Source: an optimization exercise on an open RTL-to-GDS flow (aim: small area, a short achievable clock period and few clock cycles). Production flows keep margins and buffers that such runs may drop. Only simulation tests tie the RTL to the original design; equivalence was not proved. Power figures rest on the tool's default switching activity, not on a simulated workload.

[constraint.sdc]
create_clock -name core_clock -period 15.0 [get_ports {clk}]
set_input_delay 3.0000 -clock core_clock [delete_from_list [all_inputs] [get_ports {clk}]]
set_output_delay 3.0000 -clock core_clock [all_outputs]
set_load 0.01 [all_outputs]
[run.sh]
#!/bin/bash
# synth_recipe.tcl (not shown) runs the flow's synth.tcl, then flattens the netlist and writes it again
# the make line also repeats each setting of config.mk as NAME=value (left out here)
make -C /OpenROAD-flow-scripts/flow DESIGN_CONFIG=/design/flow/config.mk WORK_HOME=/design/flow/orfs CLKGATE_MAP_FILE= SYNTH_SCRIPT=/design/flow/synth_recipe.tcl finish
[design.v]
module tinyqv_decoder #(parameter REG_ADDR_BITS=4) (
    input [31:0] instr,
    output reg [31:0] imm,
    output reg is_load,
    output reg is_alu_imm,
    output reg is_auipc,
    output reg is_store,
    output reg is_alu_reg,
    output reg is_lui,
    output reg is_branch,
    output reg is_jalr,
    output reg is_jal,
    output reg is_ret,
    output reg is_system,
    output [2:1] instr_len,
    output reg [3:0] alu_op,   
    output reg [2:0] mem_op,       
    output reg [REG_ADDR_BITS-1:0] rs1,
    output reg [REG_ADDR_BITS-1:0] rs2,
    output reg [REG_ADDR_BITS-1:0] rd,
    output reg [2:0] additional_mem_ops,
    output reg       mem_op_increment_reg
);
    wire [31:0] Uimm = {    instr[31],   instr[30:12], {12{1'b0}}};
    wire [31:0] Iimm = {{21{instr[31]}}, instr[30:20]};
    wire [31:0] Simm = {{21{instr[31]}}, instr[30:25],instr[11:7]};
    wire [31:0] Bimm = {{20{instr[31]}}, instr[7],instr[30:25],instr[11:8],1'b0};
    wire [31:0] Jimm = {{12{instr[31]}}, instr[19:12],instr[20],instr[30:21],1'b0};
    wire [31:0] CLWSPimm     = {24'b0, instr[3:2], instr[12], instr[6:4], 2'b00};
    wire [31:0] CSWSPimm     = {24'b0, instr[8:7], instr[12:9], 2'b00};
    wire [31:0] CLSWimm      = {25'b0, instr[5], instr[12:10], instr[6], 2'b00};   
    wire [31:0] CLSHimm      = {30'b0, instr[5], 1'b0};   
    wire [31:0] CLSBimm      = {30'b0, instr[5], instr[6]};   
    wire [31:0] CJimm        = {{21{instr[12]}}, instr[8], instr[10:9], instr[6], instr[7], instr[2], instr[11], instr[5:3], 1'b0};
    wire [31:0] CBimm        = {{24{instr[12]}}, instr[6:5], instr[2], instr[11:10], instr[4:3], 1'b0};
    wire [31:0] CALUimm      = {{27{instr[12]}}, instr[6:2]};           
    wire [31:0] CLUIimm      = {{15{instr[12]}}, instr[6:2], 12'b0};
    wire [31:0] CADDI16SPimm = {{23{instr[12]}}, instr[4:3], instr[5], instr[2], instr[6], 4'b0};
    wire [31:0] CADDI4SPimm  = {22'b0, instr[10:7], instr[12:11], instr[5], instr[6], 2'b0};
    wire [31:0] CSCXTimm     = {{23{instr[12]}}, instr[9:7], instr[10], instr[11], 4'b0};
    always @(*) begin
        additional_mem_ops = 3'b000;
        mem_op_increment_reg = 1;
        is_ret = 0;
        if (instr[1:0] == 2'b11) begin
            is_load    =  (instr[6:2] == 5'b00000);  
            is_alu_imm =  (instr[6:2] == 5'b00100);  
            is_auipc   =  (instr[6:2] == 5'b00101);  
            is_store   =  (instr[6:2] == 5'b01000);  
            is_alu_reg =  (instr[6:2] == 5'b01100);  
            is_lui     =  (instr[6:2] == 5'b01101);  
            is_branch  =  (instr[6:2] == 5'b11000);  
            is_jalr    =  (instr[6:2] == 5'b11001);  
            is_jal     =  (instr[6:2] == 5'b11011);  
            is_system  =  (instr[6:2] == 5'b11100);  
            if (is_auipc || is_lui) imm = Uimm;
            else if (is_store) imm = Simm;
            else if (is_branch) imm = Bimm;
            else if (is_jal) imm = Jimm;
            else imm = Iimm;
            if (is_load || is_auipc || is_store || is_jalr || is_jal) alu_op = 4'b0000;   
            else if (is_branch) alu_op = {1'b0, !instr[14], instr[14:13]};
            else if (instr[26] && is_alu_reg) alu_op = {1'b1, instr[27:26], instr[13]};   
            else alu_op = {instr[30] && (instr[5] || instr[13:12] == 2'b01),instr[14:12]};
            mem_op = instr[14:12];
            if ((is_load || is_store) && instr[13:12] == 2'b11) begin
                mem_op = 3'b010;
                additional_mem_ops = {1'b0, instr[14], 1'b1};
            end
            if (is_store && instr[14:12] == 3'b110) begin
                mem_op = 3'b010;
                additional_mem_ops = {1'b0, instr[14], 1'b1};
                mem_op_increment_reg = 0;
            end
            rs1 = instr[15+:REG_ADDR_BITS];
            rs2 = instr[20+:REG_ADDR_BITS];
            rd  = instr[ 7+:REG_ADDR_BITS];
        end else begin
            is_load    = 0;
            is_alu_imm = 0;
            is_auipc   = 0;
            is_store   = 0;
            is_alu_reg = 0;
            is_lui     = 0;
            is_branch  = 0;
            is_jalr    = 0;
            is_jal     = 0;
            is_system  = 0;
            imm = {32{1'bx}};
            alu_op = 4'b0000;
            mem_op = 3'bxxx;
            rs1 = {REG_ADDR_BITS{1'bx}};
            rs2 = {REG_ADDR_BITS{1'bx}};
            rd = {REG_ADDR_BITS{1'bx}};
            case ({instr[1:0], instr[15:13]})
                5'b00000: begin  
                    is_alu_imm = 1;
                    imm = CADDI4SPimm;
                    rs1 = 4'd2;
                    rd  = {1'b1, instr[4:2]};
                end
                5'b00010: begin  
                    is_load = 1;
                    mem_op = 3'b010;
                    imm = CLSWimm;
                    rs1 = {1'b1, instr[9:7]};
                    rd  = {1'b1, instr[4:2]};
                end 
                5'b00100: begin  
                    imm = instr[10] ? CLSHimm : CLSBimm;
                    rs1 = {1'b1, instr[9:7]};
                    if (instr[11]) begin
                        is_store = 1;
                        mem_op = {2'b00, instr[10]};
                        rs2 = {1'b1, instr[4:2]};
                    end else begin
                        is_load = 1;
                        mem_op = {~(instr[10] & instr[6]), 1'b0, instr[10]};
                        rd = {1'b1, instr[4:2]};
                    end
                end
                5'b00110: begin  
                    is_store = 1;
                    mem_op = 3'b010;
                    imm = CLSWimm;
                    rs1 = {1'b1, instr[9:7]};
                    rs2 = {1'b1, instr[4:2]};
                end
                5'b00111: begin  
                    is_store = 1;     
                    mem_op = 3'b010;
                    imm = CSCXTimm;
                    rs1 = 4'd3;
                    rs2 = {instr[5], 3'b001};
                    additional_mem_ops = instr[4:2];
                end
                5'b01000: begin  
                    is_alu_imm = 1;
                    imm = CALUimm;
                    rs1 = instr[10:7];
                    rd  = instr[10:7];
                end
                5'b01001: begin  
                    is_jal = 1;
                    imm = CJimm;
                    rd  = 4'd1;
                end
                5'b01010: begin  
                    is_alu_imm = 1;
                    imm = CALUimm;
                    rs1 = 4'd0;
                    rd  = instr[10:7];
                end
                5'b01011: begin  
                    rd  = instr[10:7];
                    if (instr[10:7] == 4'd2) begin
                        is_alu_imm = 1;
                        imm = CADDI16SPimm;
                        rs1 = 4'd2;
                    end else begin
                        is_lui = 1;
                        imm = CLUIimm;
                    end
                end
                5'b01100: begin  
                    rs1 = {1'b1, instr[9:7]};
                    rs2 = {1'b1, instr[4:2]};
                    rd  = {1'b1, instr[9:7]};
                    imm = CALUimm;
                    if (instr[11:10] != 2'b11) begin
                        is_alu_imm = 1;
                        if (instr[11] == 1'b0) begin  
                            alu_op = {instr[10], 3'b101};
                        end else begin
                            alu_op = 4'b0111;
                        end
                    end else if (instr[12]) begin
                        is_alu_imm = 1;
                        case (instr[4:2])
                            3'b101: begin   
                                    alu_op = 4'b0100;  
                                    imm = 32'hffffffff;
                            end
                            default: begin  
                                    alu_op = 4'b0111;  
                                    imm = {16'h0000, {8{instr[3]}}, 8'hff};
                            end
                        endcase
                    end else begin
                        is_alu_reg = 1;
                        case (instr[6:5])
                            2'b00: alu_op = 4'b1000;   
                            2'b01: alu_op = 4'b0100;   
                            2'b10: alu_op = 4'b0110;   
                            2'b11: alu_op = 4'b0111;   
                        endcase
                    end
                end
                5'b01101: begin  
                    is_jal = 1;
                    imm = CJimm;
                    rd  = 4'd0;
                end                
                5'b01110: begin  
                    is_branch = 1;
                    imm = CBimm;
                    rs1 = {1'b1, instr[9:7]};
                    rs2 = 4'd0;
                    alu_op = 4'b0100;
                    mem_op = 3'b000;
                end    
                5'b01111: begin  
                    is_branch = 1;
                    imm = CBimm;
                    rs1 = {1'b1, instr[9:7]};
                    rs2 = 4'd0;
                    alu_op = 4'b0100;
                    mem_op = 3'b001;
                end
                5'b10000: begin  
                    is_alu_imm = 1;
                    imm = CALUimm;
                    rs1 = instr[10:7];
                    rd  = instr[10:7];
                    alu_op = 4'b0001;
                end
                5'b10001: begin  
                    is_load = 1;      
                    mem_op = 3'b010;
                    imm = CADDI16SPimm;
                    rs1 = 4'd3;
                    rd  = {instr[10], 3'b001};
                    additional_mem_ops = instr[9:7];
                end
                5'b10010: begin  
                    is_load = 1;
                    mem_op = 3'b010;
                    imm = CLWSPimm;
                    rs1 = 4'd2;
                    rd  = instr[10:7];
                end
                5'b10011: begin  
                    is_load = 1;
                    mem_op = 3'b010;
                    imm = CLWSPimm;
                    rs1 = 4'd4;
                    rd  = instr[10:7];
                end
                5'b10100: begin 
                    if (instr[6:2] == 0) begin
                        if (instr[11:7] == 0) begin   
                            is_system = 1;
                            imm = 1;
                        end else begin  
                            if (instr[10:7] == 4'd1 && !instr[12]) is_ret = 1;
                            is_jalr = 1;
                            imm = 0;
                            rs1 = instr[10:7];
                            rd = {3'b000, instr[12]};
                        end
                    end else begin   
                        is_alu_reg = 1;
                        rs1 = instr[12] ? instr[10:7] : 4'd0;
                        rs2 = instr[5:2];
                        rd  = instr[10:7];
                    end
                end
                5'b10101: begin  
                    is_alu_reg = 1;
                    alu_op = 4'b1010;
                    rs1 = instr[10:7];
                    rs2 = instr[5:2];
                    rd  = instr[10:7];                    
                end
                5'b10110: begin  
                    is_store = 1;
                    mem_op = 3'b010;
                    imm = CSWSPimm;
                    rs1 = 4'd2;
                    rs2 = instr[5:2];
                end
                5'b10111: begin  
                    is_store = 1;
                    mem_op = 3'b010;
                    imm = CSWSPimm;
                    rs1 = 4'd4;
                    rs2 = instr[5:2];
                end
                default: begin
                    is_system = 1;
                    imm = 32'd2;
                end
            endcase
        end
    end
    assign instr_len = (instr[1:0] == 2'b11) ? 2'b10 : 2'b01;
endmodule
module tinyqv_cpu #(parameter NUM_REGS=16, parameter REG_ADDR_BITS=4) (
    input clk,
    input rstn,
    output [23:1] instr_addr,
    output        instr_fetch_restart,
    output        instr_fetch_stall,
    input         instr_fetch_started,
    input         instr_fetch_stopped,
    input  [15:0] instr_data_in,
    input         instr_ready,
    input  [15:0] interrupt_req,
    output reg [27:0] data_addr,
    output reg [1:0]  data_write_n,  
    output reg [1:0]  data_read_n,   
    output            data_read_complete,
    output reg [31:0] data_out,
    output reg    data_continue,
    input         data_ready,   
    input  [31:0] data_in,
    input         time_pulse,
    output        debug_instr_complete,
    output        debug_instr_valid,
    output        debug_interrupt_pending,
    output        debug_branch,
    output        debug_early_branch,
    output        debug_ret,
    output        debug_reg_wen,
    output        debug_counter_0,
    output [3:0] debug_rd
);
    reg  [23:1] pc_d;                    
    wire [23:1] pc_d2 = pc_d + 23'd1;    
    reg  [15:0] cache_e [0:15];          
    reg  [15:0] cache_o [0:15];          
    reg  [31:0] cache_v;                 
    reg  [14:6] cache_tag [0:3];         
    wire [3:0]  idx_e = pc_d[5:2] + {3'b000, pc_d[1]};
    wire [15:0] hw_e = cache_e[idx_e];
    wire [15:0] hw_o = cache_o[pc_d[5:2]];
    wire [31:0] instr = pc_d[1] ? {hw_e, hw_o} : {hw_o, hw_e};
    wire hit0 = cache_v[pc_d[5:1]]  && cache_tag[pc_d[5:4]]  == pc_d[14:6];
    wire hit1 = cache_v[pc_d2[5:1]] && cache_tag[pc_d2[5:4]] == pc_d2[14:6];
    wire [31:0] imm_de;
    wire is_load_de, is_alu_imm_de, is_auipc_de, is_store_de, is_alu_reg_de, is_lui_de;
    wire is_branch_de, is_jalr_de, is_jal_de, is_ret_de, is_system_de;
    wire [2:1] instr_len_de;
    wire [3:0] alu_op_de;
    wire [2:0] mem_op_de;
    wire [3:0] rs1_de, rs2_de, rd_de;
    wire [2:0] additional_mem_ops_de;
    wire mem_op_increment_reg_de;
    tinyqv_decoder i_decoder(
        .instr(instr),
        .imm(imm_de),
        .is_load(is_load_de),
        .is_alu_imm(is_alu_imm_de),
        .is_auipc(is_auipc_de),
        .is_store(is_store_de),
        .is_alu_reg(is_alu_reg_de),
        .is_lui(is_lui_de),
        .is_branch(is_branch_de),
        .is_jalr(is_jalr_de),
        .is_jal(is_jal_de),
        .is_ret(is_ret_de),
        .is_system(is_system_de),
        .instr_len(instr_len_de),
        .alu_op(alu_op_de),
        .mem_op(mem_op_de),
        .rs1(rs1_de),
        .rs2(rs2_de),
        .rd(rd_de),
        .additional_mem_ops(additional_mem_ops_de),
        .mem_op_increment_reg(mem_op_increment_reg_de)
    );
    wire ready_d = hit0 && (!instr_len_de[2] || hit1);
    wire [23:1] miss_addr = hit0 ? pc_d2 : pc_d;
    localparam F_IDLE = 2'd0;    
    localparam F_REQ  = 2'd1;    
    localparam F_RUN  = 2'd2;    
    reg [1:0]  fstate;
    reg [23:1] stream_addr;
    wire [14:1] stream_ahead = stream_addr[14:1] - pc_d[14:1];
    wire redirect_stream = !ready_d && stream_addr != miss_addr;
    always @(posedge clk) begin
        if (!rstn) begin
            fstate <= F_IDLE;
        end else begin
            case (fstate)
                F_IDLE: if (!ready_d) begin
                            fstate <= F_REQ;
                            stream_addr <= miss_addr;
                        end
                F_REQ:  if (instr_fetch_started) fstate <= F_RUN;
                default: begin
                    if (redirect_stream) begin
                        fstate <= F_REQ;
                        stream_addr <= miss_addr;
                    end else if (instr_fetch_stopped) begin
                        fstate <= F_IDLE;
                    end else if (instr_ready) begin
                        stream_addr <= stream_addr + 23'd1;
                    end
                end
            endcase
        end
    end
    wire cache_write = fstate == F_RUN && instr_ready;
    always @(posedge clk) begin
        if (cache_write) begin
            if (stream_addr[1]) cache_o[stream_addr[5:2]] <= instr_data_in;
            else                cache_e[stream_addr[5:2]] <= instr_data_in;
        end
    end
    always @(posedge clk) begin
        if (!rstn) begin
            cache_v <= 32'd0;
        end else if (cache_write) begin
            if (cache_tag[stream_addr[5:4]] != stream_addr[14:6]) begin
                cache_tag[stream_addr[5:4]] <= stream_addr[14:6];
                cache_v[{stream_addr[5:4], 3'b000} +: 8] <= 8'd1 << stream_addr[3:1];
            end else begin
                cache_v[stream_addr[5:1]] <= 1'b1;
            end
        end
    end
    assign instr_addr = stream_addr;
    assign instr_fetch_restart = fstate == F_REQ;
    assign instr_fetch_stall = fstate == F_RUN && stream_ahead >= 14'd8;
    reg        e_valid;
    reg [23:1] pc_e;
    reg [31:0] imm;
    reg is_load, is_alu_imm, is_auipc, is_store, is_alu_reg, is_lui, is_branch, is_jalr, is_jal;
    reg [3:0] alu_op;
    reg [2:0] mem_op;
    reg [3:0] rs1, rs2, rd;
    reg [2:0] additional_mem_ops;
    reg       mem_op_increment_reg;
    localparam X_EXEC = 2'd0;    
    localparam X_MEM  = 2'd1;    
    localparam X_NEXT = 2'd2;    
    localparam X_MUL  = 2'd3;    
    reg [1:0]  xstate;
    reg [31:0] acc;
    reg [3:0]  mul_count;
    reg [31:0] regs [0:15];
    reg        wr_en;
    reg [31:0] wr_data;
    genvar i;
    generate
        for (i = 1; i < 16; i = i + 1) begin : gen_regs
            if (i != 3 && i != 4) begin : gen_reg
                always @(posedge clk)
                    if (wr_en && rd == i) regs[i] <= wr_data;
            end
        end
    endgenerate
    function [31:0] read_reg(input [3:0] r);
        case (r)
            4'd0: read_reg = 32'd0;
            4'd3: read_reg = 32'h01000400;   
            4'd4: read_reg = 32'h08000000;   
            default: read_reg = regs[r];
        endcase
    endfunction
    wire [31:0] r1 = read_reg(rs1);
    wire [31:0] r2 = read_reg(rs2);
    wire is_mul   = alu_op[3:1] == 3'b101;
    wire is_czero = alu_op[3:1] == 3'b111;
    wire in_mul   = xstate == X_MUL;
    wire [31:0] pc_e_full = {8'h00, pc_e, 1'b0};
    wire [31:0] opa = in_mul ? {acc[30:0], 1'b0} : is_auipc ? pc_e_full : r1;
    wire [31:0] opb = in_mul ? (r1 & {32{r2[mul_count]}}) : (is_alu_reg || is_branch) ? r2 : imm;
    wire        sub = (alu_op[1] || alu_op[3]) && !in_mul;
    wire [32:0] sum = {1'b0, opa} + {1'b0, opb ^ {32{sub}}} + {32'd0, sub};
    wire eq  = r1 == opb;
    wire ltu = !sum[32];
    wire lt  = (r1[31] != opb[31]) ? r1[31] : sum[31];
    wire cmp = alu_op[0] ? ltu : alu_op[1] ? lt : eq;
    function [31:0] reverse(input [31:0] x);
        integer k;
        for (k = 0; k < 32; k = k + 1) reverse[k] = x[31-k];
    endfunction
    wire        shift_left = !alu_op[2];
    wire [31:0] shift_in = shift_left ? reverse(r1) : r1;
    wire        shift_fill = alu_op[3] && alu_op[2] && r1[31];
    wire [63:0] shift_ext = {{32{shift_fill}}, shift_in} >> opb[4:0];
    wire [31:0] shift_out = shift_left ? reverse(shift_ext[31:0]) : shift_ext[31:0];
    reg [31:0] alu_out;
    always @(*) begin
        if (is_czero)
            alu_out = ((r2 == 32'd0) ^ alu_op[0]) ? 32'd0 : r1;
        else case (alu_op[2:0])
            3'b000:  alu_out = sum[31:0];
            3'b010,
            3'b011:  alu_out = {31'd0, cmp};
            3'b100:  alu_out = r1 ^ opb;
            3'b110:  alu_out = r1 | opb;
            3'b111:  alu_out = r1 & opb;
            default: alu_out = shift_out;
        endcase
    end
    wire [23:1] pc_target = pc_e + imm[23:1];
    wire take_branch = is_jal || is_jalr || (is_branch && (cmp ^ mem_op[0]));
    wire in_exec = e_valid && xstate == X_EXEC;
    wire redirect = in_exec && take_branch;
    wire is_mem_op = is_load || is_store;
    wire mem_done  = xstate == X_MEM && data_ready;
    wire exec_done = (in_exec && !is_mem_op && !((is_alu_imm || is_alu_reg) && is_mul)) ||
                     (mem_done && additional_mem_ops == 3'b000) ||
                     (in_mul && mul_count == 4'd0);
    wire exec_free = !e_valid || exec_done;
    wire accept = exec_free && ready_d;
    wire [31:0] load_data = mem_op[1] ? data_in :
                            mem_op[0] ? {{16{!mem_op[2] && data_in[15]}}, data_in[15:0]} :
                                        {{24{!mem_op[2] && data_in[7]}}, data_in[7:0]};
    always @(*) begin
        wr_en = 1'b0;
        wr_data = alu_out;
        if (in_exec) begin
            if (is_alu_imm || is_alu_reg) begin
                wr_en = !is_mul;
            end else if (is_auipc) begin
                wr_en = 1'b1;
            end else if (is_lui) begin
                wr_en = 1'b1;
                wr_data = imm;
            end else if (is_jal || is_jalr) begin
                wr_en = 1'b1;
                wr_data = {8'h00, pc_d, 1'b0};
            end
        end else if (xstate == X_MEM) begin
            wr_en = data_ready && is_load;
            wr_data = load_data;
        end else if (in_mul) begin
            wr_en = mul_count == 4'd0;
            wr_data = sum[31:0];
        end
    end
    always @(posedge clk) begin
        if (!rstn) begin
            pc_d <= 23'd0;
            e_valid <= 1'b0;
            xstate <= X_EXEC;
            data_read_n <= 2'b11;
            data_write_n <= 2'b11;
            data_continue <= 1'b0;
        end else begin
            if (accept) begin
                pc_e <= pc_d;
                imm <= imm_de;
                is_load <= is_load_de;
                is_alu_imm <= is_alu_imm_de;
                is_auipc <= is_auipc_de;
                is_store <= is_store_de;
                is_alu_reg <= is_alu_reg_de;
                is_lui <= is_lui_de;
                is_branch <= is_branch_de;
                is_jalr <= is_jalr_de;
                is_jal <= is_jal_de;
                alu_op <= alu_op_de;
                mem_op <= mem_op_de;
                rs1 <= rs1_de;
                rs2 <= rs2_de;
                rd <= rd_de;
                additional_mem_ops <= additional_mem_ops_de;
                mem_op_increment_reg <= mem_op_increment_reg_de;
            end
            if (redirect) begin
                pc_d <= is_jalr ? sum[23:1] : pc_target;
                e_valid <= 1'b0;
            end else if (accept) begin
                pc_d <= pc_d + {21'd0, instr_len_de};
                e_valid <= 1'b1;
            end else if (exec_done) begin
                e_valid <= 1'b0;
            end
            case (xstate)
                X_EXEC: if (e_valid) begin
                    if (is_mem_op) begin
                        data_addr <= sum[27:0];
                        data_read_n <= is_load ? mem_op[1:0] : 2'b11;
                        data_write_n <= is_store ? mem_op[1:0] : 2'b11;
                        data_out <= r2;
                        data_continue <= additional_mem_ops != 3'b000;
                        xstate <= X_MEM;
                    end else if ((is_alu_imm || is_alu_reg) && is_mul) begin
                        acc <= 32'd0;
                        mul_count <= 4'd15;
                        xstate <= X_MUL;
                    end
                end
                X_MEM: if (data_ready) begin
                    data_read_n <= 2'b11;
                    data_write_n <= 2'b11;
                    if (additional_mem_ops != 3'b000) begin
                        additional_mem_ops <= additional_mem_ops - 3'd1;
                        rd <= rd + 4'd1;
                        rs2 <= rs2 + {3'd0, mem_op_increment_reg};
                        data_addr[3:2] <= data_addr[3:2] + 2'd1;
                        xstate <= X_NEXT;
                    end else begin
                        xstate <= X_EXEC;
                    end
                end
                X_NEXT: begin
                    data_read_n <= is_load ? mem_op[1:0] : 2'b11;
                    data_write_n <= is_store ? mem_op[1:0] : 2'b11;
                    data_out <= r2;
                    data_continue <= additional_mem_ops != 3'b000;
                    xstate <= X_MEM;
                end
                default: begin
                    acc <= sum[31:0];
                    mul_count <= mul_count - 4'd1;
                    if (mul_count == 4'd0) xstate <= X_EXEC;
                end
            endcase
        end
    end
    assign data_read_complete = 1'b0;
    assign debug_instr_complete = exec_done;
    assign debug_instr_valid = e_valid;
    assign debug_interrupt_pending = 1'b0;
    assign debug_branch = redirect;
    assign debug_early_branch = 1'b0;
    assign debug_ret = 1'b0;
    assign debug_reg_wen = wr_en;
    assign debug_counter_0 = 1'b0;
    assign debug_rd = wr_data[3:0];
    wire _unused = &{interrupt_req, time_pulse, is_ret_de, is_system_de, 1'b0};
endmodule
module qspi_controller (
    input clk,
    input rstn,
    input      [3:0] spi_data_in,
    output reg [3:0] spi_data_out,
    output reg [3:0] spi_data_oe,
    output           spi_clk_out,
    output reg       spi_flash_select,
    output reg       spi_ram_a_select,
    output reg       spi_ram_b_select,
    input [24:0] addr_in,
    input  [7:0] data_in,
    input        start_read,
    input        start_write,
    input        stall_txn,
    input        stop_txn,
    output [7:0] data_out,
    output reg   data_req,
    output reg   data_ready,
    output       busy
);
    localparam ADDR_BITS = 24;
    localparam DATA_WIDTH_BITS = 8;   
    localparam FSM_IDLE = 0;
    localparam FSM_CMD  = 1;
    localparam FSM_ADDR = 2;
    localparam FSM_DUMMY1 = 3;
    localparam FSM_DUMMY2 = 4;
    localparam FSM_DATA = 5;
    localparam FSM_STALLED = 6;
    localparam FSM_STALL_RECOVER = 7;
    reg [2:0] fsm_state;
    reg       is_writing;
    reg [ADDR_BITS-1:0]       addr;
    reg [DATA_WIDTH_BITS-1:0] data;
    reg [2:0] nibbles_remaining;
    wire [1:0] delay_cycles_cfg = 2'b01;   
    reg       spi_clk_pos;
    reg [3:0] spi_in_buffer;
    assign data_out = data;
    assign busy = fsm_state != FSM_IDLE;
    reg stop_txn_reg;
    wire stop_txn_now = stop_txn_reg || (stop_txn && (!is_writing || spi_clk_pos));
    always @(posedge clk) begin
        if (!rstn) 
            stop_txn_reg <= 0;
        else
            stop_txn_reg <= stop_txn && !stop_txn_now;
    end
    reg [1:0] read_cycles_count;
    reg last_ram_a_sel;
    reg last_ram_b_sel;
    wire ram_a_block = (last_ram_a_sel == 0) && addr_in[24:23] == 2'b10;
    wire ram_b_block = (last_ram_b_sel == 0) && addr_in[24:23] == 2'b11;
/*verilator lint_off WIDTH*/
    always @(posedge clk) begin
        if (!rstn || stop_txn_now) begin
            fsm_state <= FSM_IDLE;
            is_writing <= 0;
            nibbles_remaining <= 0;
            data_ready <= 0;
            spi_clk_pos <= 0;
            spi_data_oe <= 4'b0000;
            spi_flash_select <= 1;
            spi_ram_a_select <= 1;
            spi_ram_b_select <= 1;
            data_req <= 0;
            read_cycles_count <= 0;
        end else begin
            data_ready <= 0;
            data_req <= 0;
            if (fsm_state == FSM_IDLE) begin
                if ((start_read || start_write) && !ram_a_block && !ram_b_block) begin
                    fsm_state <= addr_in[24] ? FSM_CMD : FSM_ADDR;
                    is_writing <= !start_read && addr_in[24];   
                    nibbles_remaining <= addr_in[24] ? 2-1 : 6-1;
                    spi_data_oe <= 4'b1111;
                    spi_clk_pos <= 0;
                    spi_flash_select <= addr_in[24];
                    spi_ram_a_select <= addr_in[24:23] != 2'b10;
                    spi_ram_b_select <= addr_in[24:23] != 2'b11;
                end
            end else begin
                if (read_cycles_count == 0) read_cycles_count <= 2'b01;
                else read_cycles_count <= read_cycles_count - 2'b01;
                if (fsm_state == FSM_STALLED) begin
                    spi_clk_pos <= 0;
                    if (!stall_txn && !read_cycles_count[1]) begin
                        data_ready <= !is_writing;
                        if (is_writing) begin
                            fsm_state <= FSM_DATA;
                            read_cycles_count <= 2'b00;
                        end else begin
                            fsm_state <= (delay_cycles_cfg[1] == 0) ? FSM_DATA : FSM_STALL_RECOVER;
                            read_cycles_count <= {1'b0, delay_cycles_cfg[0]};
                        end
                    end
                end else begin
                    spi_clk_pos <= !spi_clk_pos;
                    if (((fsm_state == FSM_DATA && !is_writing) || fsm_state == FSM_STALL_RECOVER) ? (read_cycles_count == 0) : spi_clk_pos) begin
                        if (nibbles_remaining == 0) begin
                            if (fsm_state == FSM_DATA || fsm_state == FSM_STALL_RECOVER) begin
                                data_ready <= !is_writing && !stall_txn;
                                nibbles_remaining <= (DATA_WIDTH_BITS >> 2)-1;
                                if (stall_txn) begin
                                    fsm_state <= FSM_STALLED;
                                    read_cycles_count <= delay_cycles_cfg | 2'b01;
                                end else begin
                                    fsm_state <= FSM_DATA;
                                end
                            end else begin
                                fsm_state <= fsm_state + 1;
                                if (fsm_state == FSM_CMD) begin
                                    nibbles_remaining <= (ADDR_BITS >> 2)-1;
                                end
                                else if (fsm_state == FSM_ADDR) begin
                                    if (is_writing) begin
                                        fsm_state <= FSM_DATA;
                                        nibbles_remaining <= (DATA_WIDTH_BITS >> 2)-1;
                                    end else if (spi_flash_select) begin
                                        fsm_state <= FSM_DUMMY2;
                                        spi_data_oe <= 4'b0000;
                                        nibbles_remaining <= 4-1;
                                    end else begin
                                        nibbles_remaining <= 2-1;
                                    end
                                end
                                else if (fsm_state == FSM_DUMMY1) begin
                                    spi_data_oe <= 4'b0000;
                                    nibbles_remaining <= 4-1;
                                end
                                else if (fsm_state == FSM_DUMMY2) begin
                                    nibbles_remaining <= (DATA_WIDTH_BITS >> 2)-1;
                                    read_cycles_count <= delay_cycles_cfg;
                                end
                            end
                        end else begin
                            if (fsm_state == FSM_STALL_RECOVER) fsm_state <= FSM_DATA;
                            nibbles_remaining <= nibbles_remaining - 1;
                        end
                    end else begin
                        data_req <= is_writing && (fsm_state == FSM_DATA) && nibbles_remaining == 0;
                    end
                end
            end
        end
    end
/*verilator lint_on WIDTH*/
    always @(posedge clk) begin
        if (fsm_state == FSM_IDLE && (start_read || start_write)) begin
            addr <= addr_in[23:0];
        end else if (fsm_state == FSM_ADDR && spi_clk_pos) begin
            addr <= {addr[ADDR_BITS-5:0], 4'b0000};
        end
    end
    always @(posedge clk) begin
        if (is_writing) begin
            if (fsm_state == FSM_STALLED) begin
                data <= data_in;
            end else if (spi_clk_pos) begin
                if (nibbles_remaining == 0) begin
                    data <= data_in;
                end else if (fsm_state == FSM_DATA) begin
                    data <= {data[DATA_WIDTH_BITS-5:0], spi_data_in};
                end
            end
        end else if (read_cycles_count == 0 && fsm_state == FSM_DATA) begin
            data <= {data[DATA_WIDTH_BITS-5:0], spi_data_in};
        end else if (read_cycles_count == 0 && fsm_state == FSM_STALL_RECOVER) begin
            data <= {data[DATA_WIDTH_BITS-5:0], spi_in_buffer};
        end else if (read_cycles_count == 2'b10 && fsm_state == FSM_STALLED) begin
            spi_in_buffer <= spi_data_in;
        end
    end
    always @(*) begin
        case (fsm_state)
            FSM_CMD: begin  
                if (is_writing) begin
                    if (nibbles_remaining[0])
                        spi_data_out = 4'b0000;
                    else
                        spi_data_out = 4'b0010;
                end else begin
                    if (nibbles_remaining[0])
                        spi_data_out = 4'b0000;
                    else
                        spi_data_out = 4'b1011;
                end
            end
            FSM_ADDR:   spi_data_out = addr[ADDR_BITS-1:ADDR_BITS-4];
            FSM_DUMMY1: spi_data_out = 4'b1010;
            FSM_DATA:   spi_data_out = is_writing ? data[DATA_WIDTH_BITS-1:DATA_WIDTH_BITS-4] : 4'b1111;
            default:    spi_data_out = 4'b1010;
        endcase
    end
    always @(posedge clk) begin
        if (!rstn) begin
            last_ram_a_sel <= 1;
            last_ram_b_sel <= 1;
        end else begin
            last_ram_a_sel <= spi_ram_a_select;
            last_ram_b_sel <= spi_ram_b_select;
        end
    end
    assign spi_clk_out = spi_clk_pos;
endmodule
module tinyqv_mem_ctrl (
    input clk,
    input rstn,
    input [23:1] instr_addr,
    input        instr_fetch_restart,
    input        instr_fetch_stall,
    output reg     instr_fetch_started,
    output reg     instr_fetch_stopped,
    output  [15:0] instr_data,
    output         instr_ready,
    input [24:0] data_addr,
    input [1:0]  data_write_n,  
    input [1:0]  data_read_n,   
    input [31:0] data_to_write,
    input        data_continue,  
    output         data_ready,   
    output  [31:0] data_from_read,
    input      [3:0] spi_data_in,
    output     [3:0] spi_data_out,
    output     [3:0] spi_data_oe,
    output           spi_clk_out,
    output           spi_flash_select,
    output           spi_ram_a_select,
    output           spi_ram_b_select,
    output        debug_stall_txn,
    output        debug_stop_txn
);
    reg start_instr;
    reg start_read;
    reg start_write;
    reg stop_txn;
    reg continue_txn;
    reg [1:0] data_txn_n;
    reg [1:0] data_txn_len;
    reg qspi_write_done;
    wire qspi_busy;
    reg instr_active;
    wire is_instr = instr_active || start_instr;
    wire [1:0] txn_len = is_instr ? 2'b01 : data_txn_len;
    wire [24:0] addr_in = is_instr ? {1'b0, instr_addr, 1'b0} : data_addr[24:0];
    reg [31:0] qspi_data_buf;
    reg [1:0] qspi_data_byte_idx;
    wire qspi_data_req;
    wire qspi_data_ready;
    wire [7:0] qspi_data_out;
    wire stall_txn = instr_active && instr_fetch_stall && !instr_ready && qspi_data_byte_idx == 2'b01;
    reg data_stall;
    always @(*) begin
        start_instr = 0;
        start_read = 0;
        start_write = 0;
        stop_txn = 0;
        data_txn_n = data_write_n & data_read_n;
        if (qspi_busy || qspi_write_done) begin
            if (instr_active) begin
                if (instr_fetch_restart && (!instr_fetch_started || stall_txn)) begin
                    stop_txn = 1;
                end else if ((qspi_data_ready && qspi_data_byte_idx == 2'b01) || instr_fetch_stall) begin
                    if (data_txn_n != 2'b11) begin
                        stop_txn = 1;
                    end
                end
            end else if ((qspi_data_ready || qspi_data_req) && qspi_data_byte_idx == data_txn_len && !continue_txn) begin
                stop_txn = 1;
            end
        end else begin
            if (data_read_n != 2'b11)
                start_read = 1;
            else if (data_write_n != 2'b11)
                start_write = 1;
            else if (instr_fetch_restart)
                start_instr = 1;
        end
    end
    always @(posedge clk) begin
        if (!rstn || stop_txn) begin
            instr_active <= 0;
        end else begin
            instr_active <= qspi_busy ? instr_active : start_instr;
        end
    end
    wire [1:0] write_qspi_data_byte_idx = qspi_data_byte_idx + (qspi_data_req ? 2'b01 : 2'b00);
    qspi_controller q_ctrl(
        .clk(clk),
        .rstn(rstn),
        .spi_data_in(spi_data_in),
        .spi_data_out(spi_data_out),
        .spi_data_oe(spi_data_oe),
        .spi_clk_out(spi_clk_out),
        .spi_flash_select(spi_flash_select),
        .spi_ram_a_select(spi_ram_a_select),
        .spi_ram_b_select(spi_ram_b_select),
        .addr_in(addr_in),
        .data_in(qspi_data_buf[{write_qspi_data_byte_idx,3'b000} +:8]),
        .start_read(start_read || start_instr),
        .start_write(start_write),
        .stall_txn(stall_txn || data_stall),
        .stop_txn(stop_txn),
        .data_out(qspi_data_out),
        .data_req(qspi_data_req),
        .data_ready(qspi_data_ready),
        .busy(qspi_busy)
    );
    always @(posedge clk) begin
        if (!rstn) begin
            instr_fetch_started <= 1'b0;
            instr_fetch_stopped <= 1'b0;
        end else begin
            instr_fetch_started <= start_instr;
            instr_fetch_stopped <= stop_txn;
        end
    end
    always @(posedge clk) begin
        if (!rstn || start_instr || start_read || start_write) begin
            qspi_data_byte_idx <= 2'b00;
        end else begin
            if (qspi_data_ready || qspi_data_req) begin
                qspi_data_byte_idx <= qspi_data_byte_idx + 2'b01;
                if (qspi_data_byte_idx == txn_len) begin
                    qspi_data_byte_idx <= 0;
                end
            end
        end
    end
    always @(posedge clk) begin
        if (qspi_data_ready) begin
            qspi_data_buf[{qspi_data_byte_idx,3'b000} +:8] <= qspi_data_out;
        end else if (data_write_n != 2'b11 && (data_stall || start_write)) begin
            qspi_data_buf <= data_to_write;
        end
    end
    assign instr_data = {qspi_data_out, qspi_data_buf[7:0]};
    assign instr_ready = instr_active && qspi_data_ready && qspi_data_byte_idx == 2'b01;
    always @(posedge clk) begin
        qspi_write_done <= qspi_data_req && qspi_data_byte_idx == data_txn_len;
    end
    always @(posedge clk) begin
        if (!rstn)
            data_txn_len <= 2'b11;
        else if (start_read || start_write) begin
            data_txn_len <= {data_txn_n[1], data_txn_n[1] | data_txn_n[0]};   
        end
    end
    always @(posedge clk) begin
        if (!rstn) begin
            continue_txn <= 0;
        end else begin
            if (continue_txn) begin
                if ((qspi_data_req && qspi_data_byte_idx + 2'b01 == data_txn_len) ||
                    (qspi_data_ready && qspi_data_byte_idx == data_txn_len))
                begin
                    data_stall <= 1;
                end else if (data_stall && qspi_data_byte_idx == 2'b00 && ((data_read_n != 2'b11 && !data_ready) || data_write_n != 2'b11)) begin
                    data_stall <= 0;
                    continue_txn <= data_continue;
                end
            end else begin
                data_stall <= 0;
                if (start_write || start_read) begin
                    continue_txn <= data_continue;
                end
            end
        end
    end
    assign data_ready = !instr_active && ((qspi_data_ready && qspi_data_byte_idx == data_txn_len) || (data_write_n != 2'b11 && ((data_stall && qspi_data_byte_idx == 2'b00) || start_write)));
    assign data_from_read = data_ready ? ({qspi_data_out, qspi_data_buf[23:16],
        data_txn_len == 2'b01 ? qspi_data_out : qspi_data_buf[15:8],
        data_txn_len == 2'b00 ? qspi_data_out : qspi_data_buf[7:0]}) : qspi_data_buf;
    assign debug_stall_txn = stall_txn;
    assign debug_stop_txn = stop_txn;
endmodule
`default_nettype none
module tinyQV (
    input clk,
    input rstn,
    output [27:0] data_addr,
    output  [1:0] data_write_n,  
    output  [1:0] data_read_n,   
    output        data_read_complete,
    output [31:0] data_out,    
    input         data_ready,   
    input  [31:0] data_in,
    input  [15:0] interrupt_req,
    input         time_pulse,
    input   [3:0] spi_data_in,
    output  [3:0] spi_data_out,
    output  [3:0] spi_data_oe,
    output        spi_clk_out,
    output        spi_flash_select,
    output        spi_ram_a_select,
    output        spi_ram_b_select,
    output        debug_instr_complete,
    output        debug_instr_ready,
    output        debug_instr_valid,
    output        debug_fetch_restart,
    output        debug_data_ready,
    output        debug_interrupt_pending,
    output        debug_branch,
    output        debug_early_branch,
    output        debug_ret,
    output        debug_reg_wen,
    output        debug_counter_0,
    output        debug_data_continue,
    output        debug_stall_txn,
    output        debug_stop_txn,
    output  [3:0] debug_rd
);
  wire [23:1] instr_addr;
  wire        instr_fetch_restart;
  wire        instr_fetch_stall;
  wire        instr_fetch_started;
  wire        instr_fetch_stopped;
  wire [15:0] instr_data;
  wire        instr_ready;
  wire [27:0] qv_data_addr;
  wire  [1:0] qv_data_write_n;
  wire  [1:0] qv_data_read_n;
  wire        qv_data_read_complete;
  wire [31:0] qv_data_to_write;
  wire        qv_data_ready;
  wire [31:0] qv_data_from_read;
  wire        qv_data_continue;
  wire  [1:0] mem_data_write_n;
  wire  [1:0] mem_data_read_n;
  wire        mem_data_ready;
  wire [31:0] mem_data_from_read;
  wire is_mem = qv_data_addr[27:25] == 0;
  assign qv_data_ready = is_mem ? mem_data_ready : data_ready;
  assign qv_data_from_read = is_mem ? mem_data_from_read : data_in;
  assign mem_data_write_n = is_mem ? qv_data_write_n : 2'b11;
  assign mem_data_read_n =  is_mem ? qv_data_read_n  : 2'b11;
  assign data_addr = qv_data_addr;
  assign data_write_n =       !is_mem ? qv_data_write_n       : 2'b11;
  assign data_read_n =        !is_mem ? qv_data_read_n        : 2'b11;
  assign data_read_complete = !is_mem ? qv_data_read_complete : 0;
  assign data_out = qv_data_to_write;
  reg rst_reg_n;
  always @(posedge clk) rst_reg_n <= rstn;
  tinyqv_cpu cpu(
        .clk(clk),
        .rstn(rst_reg_n),
        .instr_addr(instr_addr),
        .instr_fetch_restart(instr_fetch_restart),
        .instr_fetch_stall(instr_fetch_stall),
        .instr_fetch_started(instr_fetch_started),
        .instr_fetch_stopped(instr_fetch_stopped),
        .instr_data_in(instr_data),
        .instr_ready(instr_ready),
        .interrupt_req(interrupt_req),
        .data_addr(qv_data_addr),
        .data_write_n(qv_data_write_n),
        .data_read_n(qv_data_read_n),
        .data_read_complete(qv_data_read_complete),
        .data_out(qv_data_to_write),
        .data_continue(qv_data_continue),
        .data_ready(qv_data_ready),
        .data_in(qv_data_from_read),
        .time_pulse(time_pulse),
        .debug_instr_complete(debug_instr_complete),
        .debug_instr_valid(debug_instr_valid),
        .debug_interrupt_pending(debug_interrupt_pending),
        .debug_branch(debug_branch),
        .debug_early_branch(debug_early_branch),
        .debug_ret(debug_ret),
        .debug_reg_wen(debug_reg_wen),
        .debug_counter_0(debug_counter_0),
        .debug_rd(debug_rd)
    );
  tinyqv_mem_ctrl mem(
        .clk(clk),
        .rstn(rstn),
        .instr_addr(instr_addr),
        .instr_fetch_restart(instr_fetch_restart),
        .instr_fetch_stall(instr_fetch_stall),
        .instr_fetch_started(instr_fetch_started),
        .instr_fetch_stopped(instr_fetch_stopped),
        .instr_data(instr_data),
        .instr_ready(instr_ready),
        .data_addr(qv_data_addr[24:0]),
        .data_write_n(mem_data_write_n),
        .data_read_n(mem_data_read_n),
        .data_to_write(qv_data_to_write),
        .data_continue(qv_data_continue),
        .data_ready(mem_data_ready),
        .data_from_read(mem_data_from_read),
        .spi_data_in(spi_data_in),
        .spi_data_out(spi_data_out),
        .spi_data_oe(spi_data_oe),
        .spi_flash_select(spi_flash_select),
        .spi_ram_a_select(spi_ram_a_select),
        .spi_ram_b_select(spi_ram_b_select),
        .spi_clk_out(spi_clk_out),
        .debug_stall_txn(debug_stall_txn),
        .debug_stop_txn(debug_stop_txn)
    );
    assign debug_instr_ready = instr_ready;
    assign debug_fetch_restart = instr_fetch_restart;
    assign debug_data_ready = qv_data_ready;
    assign debug_data_continue = qv_data_continue;
endmodule
`default_nettype none
module tinyqv_top (
    input         clk,
    input         rst_n,
    output [27:0] data_addr,
    output  [1:0] data_write_n,
    output  [1:0] data_read_n,
    output [31:0] data_out,
    input         data_ready,
    input  [31:0] data_in,
    input   [3:0] spi_data_in,
    output  [3:0] spi_data_out,
    output  [3:0] spi_data_oe,
    output        spi_clk_out,
    output        spi_flash_select,
    output        spi_ram_a_select,
    output        spi_ram_b_select
);
    wire        data_read_complete;
    wire [15:0] debug_unused;
    wire  [3:0] debug_rd;
    tinyQV i_tinyqv (
        .clk(clk),
        .rstn(rst_n),
        .data_addr(data_addr),
        .data_write_n(data_write_n),
        .data_read_n(data_read_n),
        .data_read_complete(data_read_complete),
        .data_out(data_out),
        .data_ready(data_ready),
        .data_in(data_in),
        .interrupt_req(16'd0),
        .time_pulse(1'b0),
        .spi_data_in(spi_data_in),
        .spi_data_out(spi_data_out),
        .spi_data_oe(spi_data_oe),
        .spi_clk_out(spi_clk_out),
        .spi_flash_select(spi_flash_select),
        .spi_ram_a_select(spi_ram_a_select),
        .spi_ram_b_select(spi_ram_b_select),
        .debug_instr_complete(debug_unused[0]),
        .debug_instr_ready(debug_unused[1]),
        .debug_instr_valid(debug_unused[2]),
        .debug_fetch_restart(debug_unused[3]),
        .debug_data_ready(debug_unused[4]),
        .debug_interrupt_pending(debug_unused[5]),
        .debug_branch(debug_unused[6]),
        .debug_early_branch(debug_unused[7]),
        .debug_ret(debug_unused[8]),
        .debug_reg_wen(debug_unused[9]),
        .debug_counter_0(debug_unused[10]),
        .debug_data_continue(debug_unused[11]),
        .debug_stall_txn(debug_unused[12]),
        .debug_stop_txn(debug_unused[13]),
        .debug_rd(debug_rd)
    );
    assign debug_unused[15:14] = 2'b00;
    wire _unused = &{data_read_complete, debug_unused, debug_rd, 1'b0};
endmodule
[config.mk]
export PLATFORM = sky130hd
export DESIGN_NAME = tinyqv_top
export DESIGN_NICKNAME = tinyqv_top
export VERILOG_FILES = /design/flow/design.v
export SDC_FILE = /design/flow/constraint.sdc
export NUM_CORES = 4
export LEC_CHECK = 0
export CAP_MARGIN = 20
export CORE_MARGIN = 2
export CORE_UTILIZATION = 40
export SLEW_MARGIN = 20
==> results.yml <==
layout:
  fin_util_pct: 45.5
  regMostFlops: "i_tinyqv.cpu.regs"
  fin_nets: 6751
  largest_reg_flops: 416
  fill_cells: 16823
  final_common_cell: "edfxtp_1"
  drive_gt1_share_pct: 12.9
  area_growth_pct: 13.1
  final_cell_mix: "1,238 x edfxtp_1, 577 x nor2_1, 568 x nand2_1"
setup_path:
  crit_fanout: 56
  reg2reg_slack_ns: 3.38
  cp_data_arrival_time_ns: 12.31
  cp-end-kind: "flop"
  cp-start-kind: "flop"
  ff2ff_path_depth: 27
  worstSetupPathType: "flop to flop"
  required_ns: 15.70
  setup.worst_path.start: "i_tinyqv.cpu.rs2[0]"
  r2r_start: "i_tinyqv.cpu.rs2[0]"
routing:
  wl_per_cell_um: 34.5
  drc: 0
  drt-pass1-iter-count: 9
  vias: 60044
  viasPerCell: 6.58
  drt-total-wl_um: 315000
  final_antenna_net_count: 0
  drt_iter0_drc: 9751
die:
  start_util_pct: 40.3
  core_area_um2: 183000
  fp.dieW_um: 433
  dieArea_um2: 188000
  die_y_um: 433
  rows: 157
  ios: 115
logic_synthesis:
  ys_async_sr_fraction_pct: 0
  synth.avg_cell_area_um2: 11.4
  synth_seq_cells: 1338
  yosys.area.top_type: "edfxtp_1"
  synth_flop_cell: "edfxtp_1"
  syn-num-nets: 6693
  synth.distinct_cells: 106
  yosys_warnings: 102
  seq_area_frac_synth_pct: 53.2
  netlist.area_leader.share_pct: 50.4
  synthesis.area_um2: 73700
  synth_area_leaders: "edfxtp_1 50%, mux4_2 6.2%, a21oi_1 3.0%, nor2_1 3.0%, ha_1 3.0%"
  synth_edf_count: 1238
  syn_inst: 6475
sta:
  worstMarginPinSlew_ns: 1.28
  fmax_ghz: 0.0861
  fin_tns_setup_ns: 0
  post-route-period-util_pct: 77.4
  setup_viol: 0
  fin_ws_ns: 3.38
  drv_slew: 0
  slew_headroom_pct: 14.4
  fin_skew_ns: 0.0851
  hold_viol: 0
  rsz0062_at_grt: "false"
  min_period_ns: 11.62
  fin_hold_ws_ns: 0.463
power:
  power.total_w: 0.00957
  ir_worst_vdd_uv: 102
  p_seq_share_pct: 45.2
  powerDensity_nw_per_um2: 115
  p_sw_w: 0.00278
  p_sw_share_pct: 29.0
  pwr-share-clk_pct: 38.5
  p_leak_nw: 28.1
  combPwrFrac_pct: 16.3
  p_int_w: 0.00679
placed_design:
  place_worst_setup_slack_ns: 3.93
  dp_hpwl_um: 222000
  portBuffers: 114
  place_congestion: 1.04
run:
  timing.max_cap.violations: 0
run_status:
  outcome: "complete, no violations"
worst_hold_path:
  hold_start: "i_tinyqv.mem.q_ctrl.spi_ram_a_select"
  hp-class: "flop to flop"
global_routing:
  grt_use_total_pct: 32.8
  grt_pass1_vias: 55893
  antenna_found_initial: 12
  grt_pass1_wl_um: 435000
  overflow: 0
  grt_max_degree: 91
clocking:
  cts_hold_buf: 0
  clock-root-buffer: "clkbuf_16"
  numCtsBuffers: 149
  clock-sinks: 1338
  ctsResizeCount: 0
  cts_tree: "done"
  h-tree-depth: 4
  post-cts-setup-buffer-count: 0
  ctsLongestPathBuffers: 3
  clock_latency_ns: 0.85
  clk_pin_slew_worst_paths_ns: 0.06
## cell type report
cell class                 count  area, um^2  share of cell area (%)
tap                         2464        3080                    3.70
multi-input combinational   4481       32400                    38.8
timing repair buffer         368        3050                    3.66
clock buffer                 195        3990                    4.79
sequential                  1338       39200                    47.0
antenna                       10        25.0                  0.0300
inverter                     195         732                   0.878
clock inverter                75         902                    1.08
## critical path, stage by stage, from the launching register on
cell       delay [ns]
edfxtp_1         0.74
buf_4            0.72
and2_2           0.35
or3_1            0.65
nor2_1           0.16
a211oi_2         0.25
a2111oi_0        0.12
or4_4            0.57
nor4_1           0.47
or2_2            0.84
inv_2            0.50
a21oi_1          0.39
ha_1             0.33
nor2b_1          0.17
o31ai_1          0.49
a21oi_1          0.29
a211oi_1         0.51
o21ai_0          0.29
a221oi_1         0.54
o41ai_2          0.27
a31o_2           0.34
nand2_1          0.12
a21o_1           0.16
or4bb_1          0.47
o211ai_1         0.67
o21a_1           0.59
mux2i_1          0.28
nor2_1           0.08
## worst min path at each step
| stage | cells after the start | slack (ns) | to |
|---|---|---|---|
| floorplan | 0 | 0.40 | i_tinyqv.cpu.pc_e[5] |
| global placement | 1 | 0.45 | i_tinyqv.mem.q_ctrl.last_ram_a_sel |
| detailed placement | 1 | 0.46 | i_tinyqv.mem.q_ctrl.last_ram_a_sel |
| CTS | 1 | 0.47 | i_tinyqv.mem.q_ctrl.last_ram_a_sel |
| global route | 1 | 0.49 | i_tinyqv.mem.q_ctrl.last_ram_b_sel |
| finish | 1 | 0.46 | i_tinyqv.mem.q_ctrl.last_ram_a_sel |
## Yosys cell counts, types with 19 or more instances
library cell  instances
edfxtp_1           1238
nor2_1              596
nand2_1             569
a21oi_1             448
clkbuf_1            324
o21ai_0             312
mux2i_1             216
mux4_2              204
inv_1               184
ha_1                176
nand3_1             149
nor3_1              124
xnor2_1             123
a22oi_1             119
a211oi_1            108
dfxtp_1             100
nor2b_1              97
a221oi_1             93
a22o_1               85
o22ai_1              65
xor2_1               60
buf_2                56
nand2b_1             51
o211ai_1             51
and3_1               49
buf_1                49
a31oi_1              47
and2_1               42
o221ai_1             41
nand4_1              40
or2_2                37
a21o_1               35
mux2_2               34
a222oi_1             31
nor4_1               30
o22a_1               30
or3_1                27
a221o_1              24
a32oi_1              22
o21ai_1              22
a2111oi_0            19
## power by group through the flow
| stage | sequential (W) | clock, W | combinational (W) |
|---|---|---|---|
| after floorplan | 0.00435 | 0 | 0.000918 |
| after global placement | 0.00440 | 0 | 0.00149 |
| after detailed placement | 0.00440 | 0 | 0.00151 |
| after CTS | 0.00433 | 0.00373 | 0.00152 |
| after global routing | 0.00434 | 0.00387 | 0.00164 |
| final | 0.00433 | 0.00368 | 0.00156 |
## logic make-up (layout without fill, tap and decap cells)
| kind of cell | count (synthesis) | after routing | share of synthesized area [%] |
|---|---|---|---|
| AO/OA/AOI/OAI | 1757 | 1757 | 16.1 |
| AND/OR/NAND/NOR | 1908 | 1908 | 12.1 |
| other | 0 | 10 | 0 |
| XOR/XNOR | 183 | 183 | 2.17 |
| flip-flops | 1338 | 1338 | 53.2 |
| adder cells (fa/ha/maj) | 179 | 179 | 3.07 |
| buffers and inverters | 656 | 833 | 3.65 |
| multiplexers | 454 | 454 | 9.69 |
## metrics by stage
step / instances / cell area, um^2
finish: 9126 / 83300
global route: 9116 / 83300
CTS: 9116 / 83200
detailed placement: 8846 / 78300
global placement: 8845 / 78300
floorplan: 6475 / 73700
## routing by layer
metal / up-vias / share of wire (%) / GRT usage, %
li1: 25096 / - / -
met1: 29970 / 40 / 45.0
met2: 4121 / 43 / 48.0
met3: 855 / 11 / 7.43
met4: 2 / 6.4 / 17.9
met5: - / 0.0044 / 0
Testbench counts, summed over its fixed seeds: cycles 537,805.

==> static timing again, ports no longer ideal <==
In the flow no input, the clock included, has a driving cell. The finished layout below was timed again as built, in two steps.
Step 1 assumes that a clkbuf_16 drives the clock port and a buf_2 every other input.
Step 2 times the ports against the registers' clock, not the clock port: input delays grow and output delays shrink by t, the midpoint of the rising clock arrivals with the driver on.
Slacks: ideal / step 1 / step 2; pairs: ideal / step 1.
t, ns: 0.899
slack for setup (ns): 3.383 / 3.383 / 3.383
hold WS [ns]: 0.463 / 0.463 / 0.463
worst slew at a driven data input, ns: 0.05
After both steps setup and hold are still met in this run. For this run, drivers alone change the setup slack by 0.000 ns; drivers and shift together by 0.000 ns.
